Context: an optimization exercise on an open-source flow, tuned for small area. The choices shown serve that exercise and are no tape-out recipe. The RTL was checked by simulation tests, not by an equivalence proof against the original design.

--- design/flow/config.mk ---
export PLATFORM = sky130hd
export DESIGN_NAME = cordic_pipeline_rtl
export DESIGN_NICKNAME = cordic_pipeline_rtl
export VERILOG_FILES = /design/flow/design.v
export SDC_FILE = /design/flow/constraint.sdc
export NUM_CORES = 4
export LEC_CHECK = 0
export CAP_MARGIN = 20
export CORE_MARGIN = 2
export CORE_UTILIZATION = 40
export SLEW_MARGIN = 20
--- design/flow/constraint.sdc ---
create_clock -name core_clock -period 4.5 [get_ports {clock}]
set_input_delay 0.9000 -clock core_clock [delete_from_list [all_inputs] [get_ports {clock}]]
set_output_delay 0.9000 -clock core_clock [all_outputs]
set_load 0.01 [all_outputs]
--- design/flow/design.v ---
module cordic_step ( clock, ce, sin_in, cos_in, angle_in, t_angle, atan,
sin_out, cos_out, angle_out, t_angle_out );
parameter integer step = 0;  
parameter integer W = 12;  
input clock, ce;
input signed [W-1:0] sin_in, cos_in, angle_in, t_angle, atan;
output reg signed [W-1:0] sin_out, cos_out, angle_out, t_angle_out;
always @ (posedge clock)
begin
if( ce == 1'b1 )
begin
if(t_angle >= angle_in)
begin
cos_out <= cos_in - (sin_in >>> step);
sin_out <= ((cos_in >>> step) + sin_in);
angle_out <= angle_in + atan;
end
else if (t_angle < angle_in)
begin
cos_out <= cos_in + (sin_in >>> step);
sin_out <= -(cos_in >>> step) + sin_in;
angle_out <= angle_in - atan;
end
t_angle_out <= t_angle;
end  
end
endmodule
module mul_Kn(clock, ce, value_in, value_out, t_angle );
parameter integer W = 12;  
parameter FXP_SHIFT = 10;  
input clock, ce;
input signed[W-1:0] value_in, t_angle;
output reg signed[W-1:0] value_out;
reg signed [2*W-1:0] val, val_0, val_2, val_4, val_5, val_7, val_7_9_d, val_9;  
reg signed [2*W-1:0] val_0_2, val_4_5, val_7_9, val_0_2_4_5, val_0_2_4_5_7_9;  
always @ (posedge clock)
begin
if( ce == 1'b1 )
begin
val = value_in; val_0 <= val; val_2 <= val << 2; val_4 <= val << 4;
val_5 <= val << 5; val_7 <= val << 7; val_9 <= val << 9;
val_0_2 <= val_0 - val_2; val_4_5 <= val_4 - val_5; val_7_9 <= val_7 + val_9;
val_0_2_4_5 <= val_0_2 + val_4_5;
val_7_9_d <= val_7_9;  
val_0_2_4_5_7_9 = val_0_2_4_5 + val_7_9_d;
value_out <= val_0_2_4_5_7_9 >>> FXP_SHIFT;
end
end
endmodule
module cordic_pipeline_rtl( clock, reset, ce, angle_in, sin_out, cos_out, valid_out );
parameter integer W = 12;  
parameter FXP_MUL = 1024;  
parameter PIPE_LATENCY = 15;  
input clock, reset, ce;
input signed [W-1:0] angle_in;  
output signed [W-1:0] sin_out, cos_out;
output valid_out;
wire signed [11:0] atan[0:10];  
assign atan[0] = 12'sd804;
assign atan[1] = 12'sd475;
assign atan[2] = 12'sd251;
assign atan[3] = 12'sd127;
assign atan[4] = 12'sd64;
assign atan[5] = 12'sd32;
assign atan[6] = 12'sd16;
assign atan[7] = 12'sd8;
assign atan[8] = 12'sd4;
assign atan[9] = 12'sd2;
assign atan[10] = 12'sd1;
wire signed [W-1:0] sin_tab [0:11];
wire signed [W-1:0] cos_tab [0:11];
wire signed [W-1:0] t_angle_tab [0:11];  
wire signed [W-1:0] angle_tab [0:11];
reg unsigned [4:0] valid_cnt;  
always@(posedge clock)
begin
if ( reset == 1'b0 )
valid_cnt <= PIPE_LATENCY;  
else
if( ( valid_cnt != 0 ) && ( ce == 1'b1 ) )
valid_cnt <= valid_cnt - 1;  
end
assign valid_out = ( valid_cnt == 0 )? 1'b1 : 1'b0;  
assign cos_tab[0] = 1.0 * FXP_MUL;
assign sin_tab[0] = 0;
assign angle_tab[0] = 0;
assign t_angle_tab[0] = angle_in;
cordic_step #(0) cordic_step_0 ( clock, ce, sin_tab[0], cos_tab[0], angle_tab[0], t_angle_tab[0], atan[0],
sin_tab[1], cos_tab[1], angle_tab[1], t_angle_tab[1] );
cordic_step #(1) cordic_step_1 ( clock, ce, sin_tab[1], cos_tab[1], angle_tab[1], t_angle_tab[1], atan[1],
sin_tab[2], cos_tab[2], angle_tab[2], t_angle_tab[2] );
cordic_step #(2) cordic_step_2 ( clock, ce, sin_tab[2], cos_tab[2], angle_tab[2], t_angle_tab[2], atan[2],
sin_tab[3], cos_tab[3], angle_tab[3], t_angle_tab[3] );
cordic_step #(3) cordic_step_3 ( clock, ce, sin_tab[3], cos_tab[3], angle_tab[3], t_angle_tab[3], atan[3],
sin_tab[4], cos_tab[4], angle_tab[4], t_angle_tab[4] );
cordic_step #(4) cordic_step_4 ( clock, ce, sin_tab[4], cos_tab[4], angle_tab[4], t_angle_tab[4], atan[4],
sin_tab[5], cos_tab[5], angle_tab[5], t_angle_tab[5] );
cordic_step #(5) cordic_step_5 ( clock, ce, sin_tab[5], cos_tab[5], angle_tab[5], t_angle_tab[5], atan[5],
sin_tab[6], cos_tab[6], angle_tab[6], t_angle_tab[6] );
cordic_step #(6) cordic_step_6 ( clock, ce, sin_tab[6], cos_tab[6], angle_tab[6], t_angle_tab[6], atan[6],
sin_tab[7], cos_tab[7], angle_tab[7], t_angle_tab[7] );
cordic_step #(7) cordic_step_7 ( clock, ce, sin_tab[7], cos_tab[7], angle_tab[7], t_angle_tab[7], atan[7],
sin_tab[8], cos_tab[8], angle_tab[8], t_angle_tab[8] );
cordic_step #(8) cordic_step_8 ( clock, ce, sin_tab[8], cos_tab[8], angle_tab[8], t_angle_tab[8], atan[8],
sin_tab[9], cos_tab[9], angle_tab[9], t_angle_tab[9] );
cordic_step #(9) cordic_step_9 ( clock, ce, sin_tab[9], cos_tab[9], angle_tab[9], t_angle_tab[9], atan[9],
sin_tab[10], cos_tab[10], angle_tab[10], t_angle_tab[10] );
cordic_step #(10)cordic_step_10( clock, ce, sin_tab[10], cos_tab[10], angle_tab[10], t_angle_tab[10],
atan[10], sin_tab[11], cos_tab[11], angle_tab[11], t_angle_tab[11] );
mul_Kn mul_Kn_sin ( clock, ce, sin_tab[11], sin_out, t_angle_tab[11] );
mul_Kn mul_Kn_cos ( clock, ce, cos_tab[11], cos_out, t_angle_tab[11] );
endmodule
--- design/flow/run.sh ---
#!/bin/bash
# synth_recipe.tcl (not shown) runs the flow's synth.tcl, then flattens the netlist and writes it again
# the make line also repeats each setting of config.mk as NAME=value (left out here)
make -C /OpenROAD-flow-scripts/flow DESIGN_CONFIG=/design/flow/config.mk WORK_HOME=/design/flow/orfs CLKGATE_MAP_FILE= SYNTH_SCRIPT=/design/flow/synth_recipe.tcl finish
==> results_dict.tcl <==
set metrics [dict create \
    grt_pass1_vias 21100 \
    status "timing/DRC/antenna clean" \
    ctsRootBufferMaster "clkbuf_16" \
    setup_ws_ps 310 \
    finalSetupViolCount 0 \
    cts_sinks 596 \
    synth_xor_area_frac 0.0826 \
    drc 0 \
    finish.net_count 3592 \
    dr.pass1.iters 5 \
    slew_viol_final 0 \
    cts_setup_buffers 0 \
    port_buffers 39 \
    diodes 0 \
    rows 109 \
    tns_ps 0 \
    cts_max_level 3 \
    drive_above_1_share 0.0705 \
    gr-usage-met1 0.141 \
    hold_viol 0 \
    synth_ff_type "edfxtp_1" \
    critical_path_class "reg2reg" \
    synthSimpleGateAreaFrac 0.0726 \
    ys_ff_latch 596 \
    ys_seq_area_frac 0.505 \
    core_mm2 0.0880 \
    die_h_um 301 \
    synth_top_cell_by_area "edfxtp_1" \
    hp-class "reg2reg" \
    cts_inserted_buffers 70 \
    syn-num-nets 3474 \
    min_period_over_period 0.931 \
    clock_skew_ps 26.3 \
    worstPathArrival_ps 4530 \
    crit_required_ps 4840 \
    rsz0062_at_grt "true" \
    grtUsageTotal 0.129 \
    synthMuxAreaShare 0.00615 \
    drt_wl_total_um 57100 \
    wl_per_cell_um 13.3 \
    worst_pin_slew_ps 751 \
    busiest_layer "met2" \
    whs_ps 397 \
    syn-cell-area_mm2 0.0354 \
    vias_per_cell 4.82 \
    pin_count 40 \
    die_area_mm2 0.0908 \
    gp_congestion 0.805 \
    final_util 0.451 \
    nFillCells 8026 \
    insertion_delay_ps 620 \
    gr-usage-met3 0.0229 \
    fmax_mhz 239 \
    path_clk_slew_ps 60 \
    ant_nets 0 \
    synth_top_family_by_area "adder cells" \
    synth_edf_count 591 \
    layout.cells.non_filler 4312 \
    start_util 0.402 \
    drt_iter0_drc 771 \
    grt_use_met2 0.248 \
    pre_cts_slack_ps 8.41 \
    yosysMostFrequentCell "edfxtp_1" \
    grt_max_degree 138 \
    synthArstFlopShare 0 \
    synth_compound_area_frac 0.114 \
    yosys-top-cells-area "edfxtp_1, ha_1, xnor2_1" \
    max_slew_margin 0.499 \
    grt_pass1_wl_um 97000 \
    die_w_um 301 \
    start_kind "flip-flop" \
    dr_total_vias 20800 \
    antenna_found_initial 0 \
    hold_buffers 0 \
    area_growth_syn_to_layout_pct 12.3 \
    gr-total-overflow 0 \
    synthAdderAreaFrac 0.178 \
    fin_crit_ps 4190 \
    end_kind "flip-flop" \
    yosysTopAreaCellShare 0.502 \
    syn_inst 2975 \
    cts_max_path_buffers 3 \
    dp_hpwl_um 42800 \
    cts_tree "yes" \
    synth.avg_cell_area_um2 11.9 \
    yosysWarnings 15 \
    ys_types 98 \
    maxCapViolations 0 \
    path_max_fanout 15 \
    synthTopCellsByCount "edfxtp_1, ha_1, inv_1" \
    place_inst 4186 \
]
-- final timing paths --
kind | from | end | slack (ps) | depth (start not counted)
worst max-delay path | cordic_step_7.t_angle_out[1]$_DFFE_PP_ | cordic_step_8.sin_out[11]$_DFFE_PP_ | 310 | 18
worst min-delay path | cordic_step_10.cos_out[0]$_DFFE_PP_ | mul_Kn_cos.val_7[7]$_DFFE_PP_ | 400 | 0
worst max register to register | cordic_step_7.t_angle_out[1]$_DFFE_PP_ | cordic_step_8.sin_out[11]$_DFFE_PP_ | 310 | 18
worst min register to register | cordic_step_10.cos_out[0]$_DFFE_PP_ | mul_Kn_cos.val_7[7]$_DFFE_PP_ | 400 | 0
-- placed cells by master (no fill, tap or decap), types with 24 or more instances in the layout --
cell / count
a21o_1: 72
a21oi_1: 190
a31oi_1: 24
buf_4: 40
clkbuf_16: 70
clkdlybuf4s50_1: 38
edfxtp_1: 591
fa_1: 29
ha_1: 454
inv_1: 347
nand2_1: 114
nand3_1: 29
nor2_1: 200
nor2b_1: 37
nor3_1: 70
o21a_1: 26
o21ai_0: 94
o21bai_1: 63
xnor2_1: 240
xor2_1: 79
-- registers in the layout, indices dropped and copies added, names as in the netlist, 13 cells and up --
name	count
mul_Kn_sin.val_0_2_4_5	14
mul_Kn_sin.val_4_5	13
mul_Kn_sin.val_0_2	13
mul_Kn_sin.val_7_9	13
mul_Kn_cos.val_4_5	13
mul_Kn_cos.val_0_2_4_5	14
mul_Kn_cos.val_7_9_d	13
mul_Kn_cos.val_0_2	13
mul_Kn_sin.val_7_9_d	13
mul_Kn_cos.val_7_9	13
-- final cells by class --
type                       instances  area (um^2)  area share
sequential                       596        17800       0.449
clock buffer                      81         1790      0.0451
tap                             1165         1460      0.0367
clock inverter                    45          375     0.00945
timing repair buffer              83          776      0.0195
multi-input combinational       1990        16100       0.407
inverter                         352         1320      0.0333
-- critical path, stage by stage, from the launching register on --
cell and delay (ps):
edfxtp_1 410, ha_1 290, a21o_1 180, a21o_1 180, a2111oi_2 410, nor4b_1 120
o21ai_1 240, a31o_4 260, buf_4 220, nor2_1 70, a21oi_1 180, ha_1 220
inv_1 50, o21bai_1 140, a21oi_1 100, o21bai_1 170, nand4_1 150, a31oi_1 200
xnor3_1 340
-- metrics by stage --
stage / instance area, um^2
finish: 39700
global route: 39700
CTS: 39600
detailed placement: 37500
global placement: 37500
floorplan: 35400
-- logic make-up (layout without fill, tap and decap cells) --
| family | after synthesis | in the layout |
|---|---|---|
| simple gates | 545 | 545 |
| buf+inv | 389 | 561 |
| xor+xnor | 325 | 325 |
| mux | 21 | 21 |
| fa+ha+maj | 486 | 486 |
| compound gates | 613 | 613 |
| flops | 596 | 596 |
-- repair_timing --
| item | CTS | global route |
|---|---|---|
| setup endpoints to repair | 1 | 30 |
| resized for setup | 1 | 31 |
| pin swaps | 0 | 4 |
| gates cloned | 0 | 0 |
-- routing by layer --
layer / vias up / wire length, um / part of all wire
met2: 221 / 30100 / 0.53
met4: 0 / 1910 / 0.033
met1: 9471 / 23500 / 0.41
met3: 115 / 1620 / 0.028
li1: 11000 / - / -
met5: - / 0 / 0

## separate check: timing with driven ports
In the flow no input, the clock included, has a driving cell. The finished layout below was timed again as built, in two steps. Step 1 assumes that a clkbuf_16 drives the clock port and a buf_2 every other input. Step 2 adds t to the input delays and takes it off the output delays; t is the mean of the earliest and latest rising clock arrival at the registers after step 1. Input paths then give back, and output paths get back, about the clock's delay inside the block. Slacks: ideal ports / drivers / drivers and shift; pairs: ideal ports / drivers.
t (ns): 0.661
setup WS [ns]: 0.310 / 0.310 / 0.310
hold WS [ns]: 0.397 / 0.397 / 0.397
worst setup path at the end: register to register
After both steps this run still meets setup and hold. For this run, drivers alone change the setup slack by 0.000 ns; drivers and shift together by 0.000 ns.
